This design comes from an exercise in tuning for small area on the open sky130 flow, not from production work.
The RTL was checked by simulation tests, not by an equivalence proof against the original design.
No driver is modelled on the clock port, so clocking that relies on it looks cheaper here than on a real chip.
No activity file was given, so power comes from the tool's default toggle rates.

## alpha
==> flow/design.v <==
`timescale 1ns / 1ps
module freqMeter(clk, rst, signal, d, z);
  input clk;
  input rst;
  input signal;
  output reg [1:4] d;
  output reg [7:0] z;
  localparam [13:0] L_INV = 14'b01010101010101;
  reg  [13:0] Ls;                     
  wire [13:0] L = Ls ^ L_INV;
  reg  [1:0]  p;
  wire lz13  = ~|L[12:0];
  wire lzero = lz13 & ~L[13];         
  wire lfb   = L[13] ^ L[11] ^ L[1] ^ L[0] ^ lz13;
  reg  [2:0] run;
  wire run_in = ~((run == 3'b100) | (run == 3'b001));
  wire edge_in = signal & (run == 3'b111);
  localparam [6:0] PRE_INV = 7'b0110010;
  reg  [6:0] preS;                    
  wire [6:0] pre = preS ^ PRE_INV;
  reg  [3:0] T;
  reg  [3:0] H;
  reg  [6:0] K;
  wire pre99 = (pre[5:0] == 6'b011001);               
  wire pre15 = pre[2] & pre[5] & ~pre[6];             
  wire pre59 = ~pre[0] & pre[1] & ~pre[5] & pre[6];   
  wire pfb   = pre[6] ^ pre[2] ^ pre99;
  wire T9 = T[3] & T[0];
  wire H9 = H[3] & H[0];
  wire cT = pre99;
  wire cH = cT & T9;
  wire cK = cH & H9;
  wire wrapP = K[6] & ~K[5] & ~K[4] & K[0] & H[2] & H[0] & T[1] & T[0] & pre59;
  wire wrapC = K[6] & K[5] & K[4] & K[2] & K[1] & K[0] & H[1] & H[0] & T[1] & pre15;
  wire clrA = edge_in | wrapC;
  wire clrB = clrA | wrapP;
  wire kzero = (K[3:0] == 4'd0) & ~K[5] & (K[6] == K[4]);
  wire [3:0] T_n = clrB ? 4'd0 : (cT ? (T9 ? 4'd0 : T + 4'd1) : T);
  wire [3:0] H_n = clrB ? 4'd0 : (cH ? (H9 ? 4'd0 : H + 4'd1) : H);
  wire [3:0] K_nl = clrB ? 4'd0 : (cK ? K[3:0] + 4'd1 : K[3:0]);
  wire [2:0] K_nh = clrA ? 3'd0 :
                    wrapP ? {K[6:5], 1'b1} :
                    ((cK && K[3:0] == 4'd15) ? K[6:4] + 3'd1 : K[6:4]);
  wire [6:0] K_n = {K_nh, K_nl};
  reg       lowP;
  reg [3:0] x;
  reg [3:0] mid;
  always @(posedge clk) begin
    if (rst) begin
      Ls <= 14'd1 ^ L_INV;
      p <= 2'd0;
      run <= 3'b100;
      preS <= 7'd50 ^ PRE_INV;
      T <= 4'd0;
      H <= 4'd0;
      K <= 7'd0;
      lowP <= 1'b0;
      x <= 4'd1;
      mid <= 4'd0;
    end else begin
      Ls <= {L[12:0], lfb} ^ L_INV;
      if (lzero) p <= p + 2'd1;
      run <= signal ? 3'b100 : {run[1:0], run_in};
      if (edge_in) begin
        lowP <= kzero;
        mid  <= H;
        x    <= K[3:0] | (T & {4{kzero}});
      end
      preS <= (clrB ? 7'd50 : {pre[5:0], pfb}) ^ PRE_INV;
      T <= T_n;
      H <= H_n;
      K <= K_n;
    end
  end
  wire ph0  = (p == 2'd0);
  wire ph1  = (p == 2'd1);
  wire selx = ph1 ^ lowP;
  reg [3:0] w;
  always @(*) begin
    d[1] = 1'b1;
    d[2] = ~ph0;
    d[3] = ~ph1;
    d[4] = ph0 | ph1;
    z[0] = ph0 ? lowP : (ph1 & ~lowP);
    w = selx ? x : mid;
    case (w)
      4'd0: z[7:1] = 7'b1111110;
      4'd1: z[7:1] = 7'b0110000;
      4'd2: z[7:1] = 7'b1101101;
      4'd3: z[7:1] = 7'b1111001;
      4'd4: z[7:1] = 7'b0110011;
      4'd5: z[7:1] = 7'b1011011;
      4'd6: z[7:1] = 7'b1011111;
      4'd7: z[7:1] = 7'b1110000;
      4'd8: z[7:1] = 7'b1111111;
      4'd9: z[7:1] = 7'b1111011;
      default: z[7:1] = 7'b0000000;
    endcase
    if (ph0) z[7:1] = 7'b0000000;
  end
endmodule
==> flow/config.mk <==
export PLATFORM = sky130hd
export DESIGN_NAME = freqMeter
export DESIGN_NICKNAME = freqMeter
export VERILOG_FILES = /design/flow/design.v
export SDC_FILE = /design/flow/constraint.sdc
export NUM_CORES = 4
export LEC_CHECK = 0
export CAP_MARGIN = 20
export CORE_AREA = 2.5 2.5 59.5 59.5
export DIE_AREA = 0 0 62 62
export PLACE_DENSITY = 0.9
export SLEW_MARGIN = 20
==> flow/constraint.sdc <==
create_clock -name core_clock -period 100.0 [get_ports {clk}]
set_input_delay 20.0000 -clock core_clock [delete_from_list [all_inputs] [get_ports {clk}]]
set_output_delay 20.0000 -clock core_clock [all_outputs]
set_load 0.01 [all_outputs]
standard.sh (not shown) runs the stock make flow with config.mk's settings and CLKGATE_MAP_FILE= SYNTH_SCRIPT=/design/flow/synth_recipe.tcl, a recipe that flattens the netlist after the stock synthesis.
==> flow/flow/run.sh <==
#!/bin/bash
# Layout flow: the standard flow, except that
#  - synthesis skips the adder extraction and maps the logic with several
#    area-oriented ABC scripts (flow/abc), keeping the smallest result;
#    registers and their names are as in the standard synthesis;
#  - the ports, and the output that is a constant, get the smallest buffer
#    cell;
#  - CTS adds no dummy loads, and each clock buffer it places is then sized
#    down to the smallest one that keeps the flip-flop clock-pin slews under
#    115 ps (flow/clkresize.tcl).
set -euo pipefail
W=$(pwd)
F=$W/flow

# ORFS's synth.tcl with its abc call replaced by flow/abc_pick.tcl
python3 - "$FLOW_HOME/scripts/synth.tcl" "$W/my_synth_core.tcl" "$F/abc_pick.tcl" <<'PY'
import sys
src, dst, pick = sys.argv[1:4]
s = open(src).read()
old = "  log_cmd abc {*}$abc_args\n"
assert s.count(old) == 1
s = s.replace(old, "  source " + pick + "\n")
open(dst, "w").write(s)
PY

export MY_SYNTH_CORE=$W/my_synth_core.tcl
export MY_ABC_DIR=$F/abc

make -C "$FLOW_HOME" DESIGN_CONFIG="$W/config.mk" WORK_HOME="$W/orfs" CLKGATE_MAP_FILE= \
  SYNTH_SCRIPT="$F/synth.tcl" ADDER_MAP_FILE= \
  "MIN_BUF_CELL_AND_PORTS=sky130_fd_sc_hd__buf_1 A X" synth > "$W/synth.log" 2>&1
grep ABC_PICK "$W/orfs/logs/sky130hd/freqMeter/base/1_2_yosys.log" >> "$W/synth.log" || true

bash "$W/standard.sh" finish "BUFFER_PORTS_ARGS=-buffer_cell sky130_fd_sc_hd__buf_1" \
  "CTS_ARGS=-sink_clustering_enable -repair_clock_nets -dont_use_dummy_load -sink_clustering_size 13 -sink_clustering_max_diameter 25" \
  "POST_CTS_TCL=$F/clkresize.tcl" > "$W/layout.log" 2>&1
==> flow/flow/abc_pick.tcl <==
# Replaces ORFS's single abc call: maps the logic with each script in
# MY_ABC_DIR, in parallel yosys processes that start from the same design,
# and keeps the mapping with the smallest cell area. Only the combinational
# logic changes; the registers are left as they are.
set pick_dir $::env(OBJECTS_DIR)/abc_pick
file delete -force $pick_dir
file mkdir $pick_dir
set top $::env(DESIGN_NAME)
write_rtlil $pick_dir/pre.il
set scripts [lsort [glob $::env(MY_ABC_DIR)/*.abc]]
set yosys_exe [expr {[info exists ::env(YOSYS_EXE)] && $::env(YOSYS_EXE) ne "" ? $::env(YOSYS_EXE) : [auto_execok yosys]}]
puts "ABC_PICK yosys: $yosys_exe"
set max_jobs [expr {[info exists ::env(MY_ABC_JOBS)] ? $::env(MY_ABC_JOBS) : 4}]
set abc_opts [concat $lib_args $lib_dont_use_args [list -constr $::env(OBJECTS_DIR)/abc.constr]]

proc pick_start {i s} {
  global pick_dir top yosys_exe abc_opts
  set ys $pick_dir/c$i.ys
  set f [open $ys w]
  puts $f "read_rtlil $pick_dir/pre.il"
  puts $f "abc -script $s $abc_opts"
  puts $f "tee -q -o $pick_dir/c$i.stat stat [lrange $abc_opts 0 1]"
  puts $f "select $top"
  puts $f "write_rtlil -selected $pick_dir/c$i.il"
  close $f
  exec sh -c "'$yosys_exe' -q -l '$pick_dir/c$i.log' -s '$ys' >/dev/null 2>&1; echo \$? > '$pick_dir/c$i.done'" &
}

set n [llength $scripts]
set next 0
set running {}
while {1} {
  set still {}
  foreach i $running { if {![file exists $pick_dir/c$i.done]} { lappend still $i } }
  set running $still
  while {[llength $running] < $max_jobs && $next < $n} {
    pick_start $next [lindex $scripts $next]
    lappend running $next
    incr next
  }
  if {$next >= $n && [llength $running] == 0} { break }
  after 500
}

set best -1
set best_area -1
for {set i 0} {$i < $n} {incr i} {
  set name [file tail [lindex $scripts $i]]
  set rc [string trim [exec cat $pick_dir/c$i.done]]
  if {$rc ne "0" || ![file exists $pick_dir/c$i.stat] || ![file exists $pick_dir/c$i.il]} {
    puts "ABC_PICK $name failed"
    continue
  }
  set st [exec cat $pick_dir/c$i.stat]
  if {[regexp {Chip area for module[^:]*:\s*([0-9.]+)} $st -> area]} {
    puts "ABC_PICK $name area $area"
    if {$best < 0 || $area < $best_area} { set best $i; set best_area $area }
  }
}
if {$best < 0} { error "abc_pick: no ABC script gave a result" }
puts "ABC_PICK best [file tail [lindex $scripts $best]] area $best_area"
delete $top
read_rtlil $pick_dir/c$best.il
hierarchy -top $top
Other scripts of this flow, unchanged in this note and not shown: flow/flow/abc/a1.abc, flow/flow/abc/a10.abc, flow/flow/abc/a2.abc, flow/flow/abc/a3.abc, flow/flow/abc/a4.abc, flow/flow/abc/a5.abc, flow/flow/abc/a6.abc, flow/flow/abc/a6s1.abc, flow/flow/abc/a6s2.abc, flow/flow/abc/a6s3.abc, flow/flow/abc/a6s4.abc, flow/flow/abc/a6s5.abc, flow/flow/abc/a6s6.abc, flow/flow/abc/a7.abc, flow/flow/abc/a8.abc, flow/flow/abc/a9s1.abc, flow/flow/abc/a9s2.abc, flow/flow/clkresize.tcl, flow/flow/synth.tcl
Per the final summary, alpha finished and its layout is clean on timing, DRC and antenna.
Input changes introduced in beta (baseline for comparison: alpha):
- clearing PLACE_DENSITY, which used to be 0.9
--- a/flow/flow/run.sh
+++ b/flow/flow/run.sh
@@ -34,3 +34,3 @@
 bash "$W/standard.sh" finish "BUFFER_PORTS_ARGS=-buffer_cell sky130_fd_sc_hd__buf_1" \
-  "CTS_ARGS=-sink_clustering_enable -repair_clock_nets -dont_use_dummy_load -sink_clustering_size 13 -sink_clustering_max_diameter 25" \
+  "CTS_ARGS=-sink_clustering_enable -repair_clock_nets -dont_use_dummy_load" \
   "POST_CTS_TCL=$F/clkresize.tcl" > "$W/layout.log" 2>&1
==> flow/flow/abc/a11s1e2.abc (new file) <==
&get -n
&deepsyn -T 40 -S 1
&dch
&nf -R 1000 -E 2
&put
==> flow/flow/abc/a11s1e5.abc (new file) <==
&get -n
&deepsyn -T 40 -S 1
&dch
&nf -R 1000 -E 5
&put
==> flow/flow/abc/a11s6e2.abc (new file) <==
&get -n
&deepsyn -T 40 -S 6
&dch
&nf -R 1000 -E 2
&put
==> flow/flow/abc/a11s6e5.abc (new file) <==
&get -n
&deepsyn -T 40 -S 6
&dch
&nf -R 1000 -E 5
&put
--- outcome ---
- beta vs. alpha: part of the cycle the worst path needs neither gained nor lost much, combinational share of power neither gained nor lost much, final cell count without fillers neither gained nor lost much.
- Comparing beta and alpha, the lower share of the final layout cell area in sequential cells is on alpha.
- Between beta and alpha, it is beta whose measured slew at the worst slew-check pin is higher, by 0.0059 ns.
- Density: beta sparser than alpha
- STATUS final design area excluding fillers: beta wins against alpha
- Changes observed in beta relative to alpha: worst-case setup margin in the final layout rose by 0.029 ns; routed wire length fell by 65 um.
Relative to beta, the following input files were edited for gamma:
--- a/flow/flow/abc_pick.tcl
+++ b/flow/flow/abc_pick.tcl
@@ -10,4 +10,3 @@
 set scripts [lsort [glob $::env(MY_ABC_DIR)/*.abc]]
-set yosys_exe [expr {[info exists ::env(YOSYS_EXE)] && $::env(YOSYS_EXE) ne "" ? $::env(YOSYS_EXE) : [auto_execok yosys]}]
-puts "ABC_PICK yosys: $yosys_exe"
+set yosys_exe [info nameofexecutable]
 set max_jobs [expr {[info exists ::env(MY_ABC_JOBS)] ? $::env(MY_ABC_JOBS) : 4}]
removed: flow/flow/abc/a11s1e2.abc
removed: flow/flow/abc/a11s1e5.abc
removed: flow/flow/abc/a11s6e2.abc
removed: flow/flow/abc/a11s6e5.abc
--- outcome ---
Apart from gamma, each of beta and gamma ends the flow with a layout that passes the timing, design-rule and antenna checks.
gamma | ERROR | 1_2_yosys
### gamma -> delta
--- a/flow/flow/abc_pick.tcl
+++ b/flow/flow/abc_pick.tcl
@@ -10,3 +10,4 @@
 set scripts [lsort [glob $::env(MY_ABC_DIR)/*.abc]]
-set yosys_exe [info nameofexecutable]
+set yosys_exe [expr {[info exists ::env(YOSYS_EXE)] && $::env(YOSYS_EXE) ne "" ? $::env(YOSYS_EXE) : [auto_execok yosys]}]
+puts "ABC_PICK yosys: $yosys_exe"
 set max_jobs [expr {[info exists ::env(MY_ABC_JOBS)] ? $::env(MY_ABC_JOBS) : 4}]
- delta has completed all stages; timing, DRC and antenna checks passed.


Starts from the design.v that is shown in full above.
clock: 100.0 ns
lec_check: 0
cap_margin: 20
core_margin: 2
core_utilization: 65
slew_margin: 20
==> flow/flow/run.sh <==
#!/bin/bash
# Layout flow: the standard flow, except that
#  - synthesis skips the adder extraction and maps the logic with several
#    area-oriented ABC scripts (flow/abc), keeping the smallest result;
#    registers and their names are as in the standard synthesis;
#  - the ports, and the output that is a constant, get the smallest buffer
#    cell;
#  - CTS adds no dummy loads, and each clock buffer it places is then sized
#    down to the smallest one that keeps the flip-flop clock-pin slews under
#    115 ps (flow/clkresize.tcl).
set -euo pipefail
W=$(pwd)
F=$W/flow

# ORFS's synth.tcl with its abc call replaced by flow/abc_pick.tcl
python3 - "$FLOW_HOME/scripts/synth.tcl" "$W/my_synth_core.tcl" "$F/abc_pick.tcl" <<'PY'
import sys
src, dst, pick = sys.argv[1:4]
s = open(src).read()
old = "  log_cmd abc {*}$abc_args\n"
assert s.count(old) == 1
s = s.replace(old, "  source " + pick + "\n")
open(dst, "w").write(s)
PY

export MY_SYNTH_CORE=$W/my_synth_core.tcl
export MY_ABC_DIR=$F/abc

make -C "$FLOW_HOME" DESIGN_CONFIG="$W/config.mk" WORK_HOME="$W/orfs" CLKGATE_MAP_FILE= \
  SYNTH_SCRIPT="$F/synth.tcl" ADDER_MAP_FILE= \
  "MIN_BUF_CELL_AND_PORTS=sky130_fd_sc_hd__buf_1 A X" synth > "$W/synth.log" 2>&1
grep ABC_PICK "$W/orfs/logs/sky130hd/freqMeter/base/1_2_yosys.log" >> "$W/synth.log" || true

bash "$W/standard.sh" finish "BUFFER_PORTS_ARGS=-buffer_cell sky130_fd_sc_hd__buf_1" \
  "CTS_ARGS=-sink_clustering_enable -repair_clock_nets -dont_use_dummy_load" \
  "POST_CTS_TCL=$F/clkresize.tcl" > "$W/layout.log" 2>&1
Other scripts of this flow, unchanged in this note and not shown: flow/flow/abc/a1.abc, flow/flow/abc/a2.abc, flow/flow/abc/a3.abc, flow/flow/abc/a4.abc, flow/flow/abc/a5.abc, flow/flow/abc/a6.abc, flow/flow/abc/a6s1.abc, flow/flow/abc/a6s2.abc, flow/flow/abc/a6s4.abc, flow/flow/abc/a7.abc, flow/flow/abc/a8.abc, flow/flow/abc_pick.tcl, flow/flow/clkresize.tcl, flow/flow/synth.tcl
Then changed:
CORE_AREA = 2.5 2.5 59.5 59.5   (was default)
CORE_MARGIN = default   (was 2)
CORE_UTILIZATION = default   (was 65)
DIE_AREA = 0 0 62 62   (was default)
Final cell count came out higher by 5.2%.
Flip-flop and latch count stays the same.
Setup slack is better by 0.10 ns.
Sequential share of layout area falls by 0.54 points.
Utilization came out lower by 7.4 points.


Another version of the RTL of freqMeter (not shown whole).
Size: about 260 cells after synthesis, ~15 I/O pins, roughly 2400 um^2 of cells after synthesis.
clock: 100.0 ns
lec_check: 0
cap_margin: 20
core_margin: 2
core_utilization: 40
cts_cluster_diameter: 500
cts_cluster_size: 100
slew_margin: 20
run.sh (not shown) runs the stock make flow with config.mk's settings and CLKGATE_MAP_FILE= SYNTH_SCRIPT=/design/flow/synth_recipe.tcl, a recipe that flattens the netlist after the stock synthesis.
Stock flow here: none of the scripts above is used.
Rerun with:
==> flow/flow/run.sh (new file) <==
#!/bin/bash
# Layout flow: the standard flow, except that synthesis maps the logic with an
# area-oriented ABC script (flow/area.abc) and skips the adder extraction, and
# the ports get the smallest buffer cell.
set -euo pipefail
W=$(pwd)
F=$W/flow

# ORFS's synth.tcl with the ABC script replaced
sed 's|^  log_cmd abc {\*}\$abc_args$|  set abc_args [list -script $::env(MY_ABC_SCRIPT) {*}$lib_args {*}$lib_dont_use_args -constr $::env(OBJECTS_DIR)/abc.constr]\n  log_cmd abc {*}$abc_args|' \
  "$FLOW_HOME/scripts/synth.tcl" > "$W/my_synth_core.tcl"
grep -q 'MY_ABC_SCRIPT' "$W/my_synth_core.tcl"

export MY_SYNTH_CORE=$W/my_synth_core.tcl
export MY_ABC_SCRIPT=$F/area.abc

make -C "$FLOW_HOME" DESIGN_CONFIG="$W/config.mk" WORK_HOME="$W/orfs" CLKGATE_MAP_FILE= \
  SYNTH_SCRIPT="$F/synth.tcl" ADDER_MAP_FILE= synth > "$W/synth.log" 2>&1

bash "$W/standard.sh" finish "BUFFER_PORTS_ARGS=-buffer_cell sky130_fd_sc_hd__buf_1" > "$W/layout.log" 2>&1
==> flow/flow/area.abc (new file) <==
&get -n
&st
&dch
&nf -R 1000
&put
==> flow/flow/synth.tcl (new file) <==
# Standard synthesis (synth_recipe.tcl) with an area-oriented ABC mapping and
# without the adder extraction step; registers are mapped exactly as in the
# standard synthesis.
proc synth {args} { yosys synth -nofsm -noshare {*}$args }
source $::env(MY_SYNTH_CORE)
# left out here: clear keep_hierarchy, flatten, clean up, hide names made inside functions, write 1_2_yosys.v
==> flow/standard.sh (new file) <==
#!/bin/bash
# synth_recipe.tcl (not shown) runs the flow's synth.tcl, then flattens the netlist and writes it again
# the make line also repeats each setting of config.mk as NAME=value (left out here)
make -C /OpenROAD-flow-scripts/flow DESIGN_CONFIG=/design/flow/config.mk WORK_HOME=/design/flow/orfs CLKGATE_MAP_FILE= SYNTH_SCRIPT=/design/flow/synth_recipe.tcl "${@:-finish}"
--- a/flow/config.mk
+++ b/flow/config.mk
@@ -10,4 +10,2 @@
 export CORE_UTILIZATION = 40
-export CTS_CLUSTER_DIAMETER = 500
-export CTS_CLUSTER_SIZE = 100
 export SLEW_MARGIN = 20
removed: flow/run.sh
The new run passed the timing, design-rule and antenna checks.
Sequential power barely changes.
Utilization grows by 0.26 points.
Design area shrinks by about a fifth.
Count of clock-buffer cells in the layout grows by 2.
Total power grows slightly.
Fmax grows by a few percent.
Worst setup slack improves by 820 ps.
Final cell count shrinks by about a fifth.
Non-clock buffer count is unchanged.
Wire length shrinks by about a fifth.
Register-to-register slack degrades by 270 ps.

==> what the ideal ports hide <==
The results above use ideal ports. As a check the final layouts listed here were re-extracted and re-timed, cells and wires unchanged.
Step 1 assumes that a clkbuf_16 drives the clock port and a buf_2 every other input.
Step 2 also shifts input and output timing later by t, the mid clock arrival at the registers, as if the neighbouring blocks saw the same clock.
Slacks: ideal ports / drivers / drivers and shift; pairs: ideal ports / drivers.
| run | t (ns) | setup WS [ns] | clock arrival spread, ns | worst register clock-pin slew, ns | worst slew at a driven data input, ns |
|---|---|---|---|---|---|
| alpha | 0.573 | 77.051 / 77.028 / 77.275 | 0.037 / 0.037 | 0.11 / 0.11 | 0.03 |
| beta | 0.508 | 77.081 / 77.060 / 77.305 | 0.023 / 0.023 | 0.10 / 0.10 | 0.03 |
| delta | 0.508 | 77.081 / 77.060 / 77.305 | 0.023 / 0.023 | 0.10 / 0.10 | 0.03 |
| the first run of note 2 | 0.394 | 77.310 / 77.312 / 76.918 | 0.030 / 0.030 | 0.11 / 0.11 | 0.03 |
| the second run of note 2 | 0.502 | 77.412 / 77.392 / 76.953 | 0.025 / 0.025 | 0.10 / 0.10 | 0.04 |
| the first run of note 3 | 0.343 | 76.836 / 76.808 / 77.151 | 0.013 / 0.013 | 0.11 / 0.11 | 0.03 |
| the second run of note 3 | 0.325 | 77.661 / 77.631 / 77.956 | 0.011 / 0.011 | 0.09 / 0.09 | 0.03 |
After both steps setup and hold are still met in every run listed. The setup slack of the second run of note 2, which loses most, moves by -0.020 ns with the drivers and by -0.459 ns with both steps.
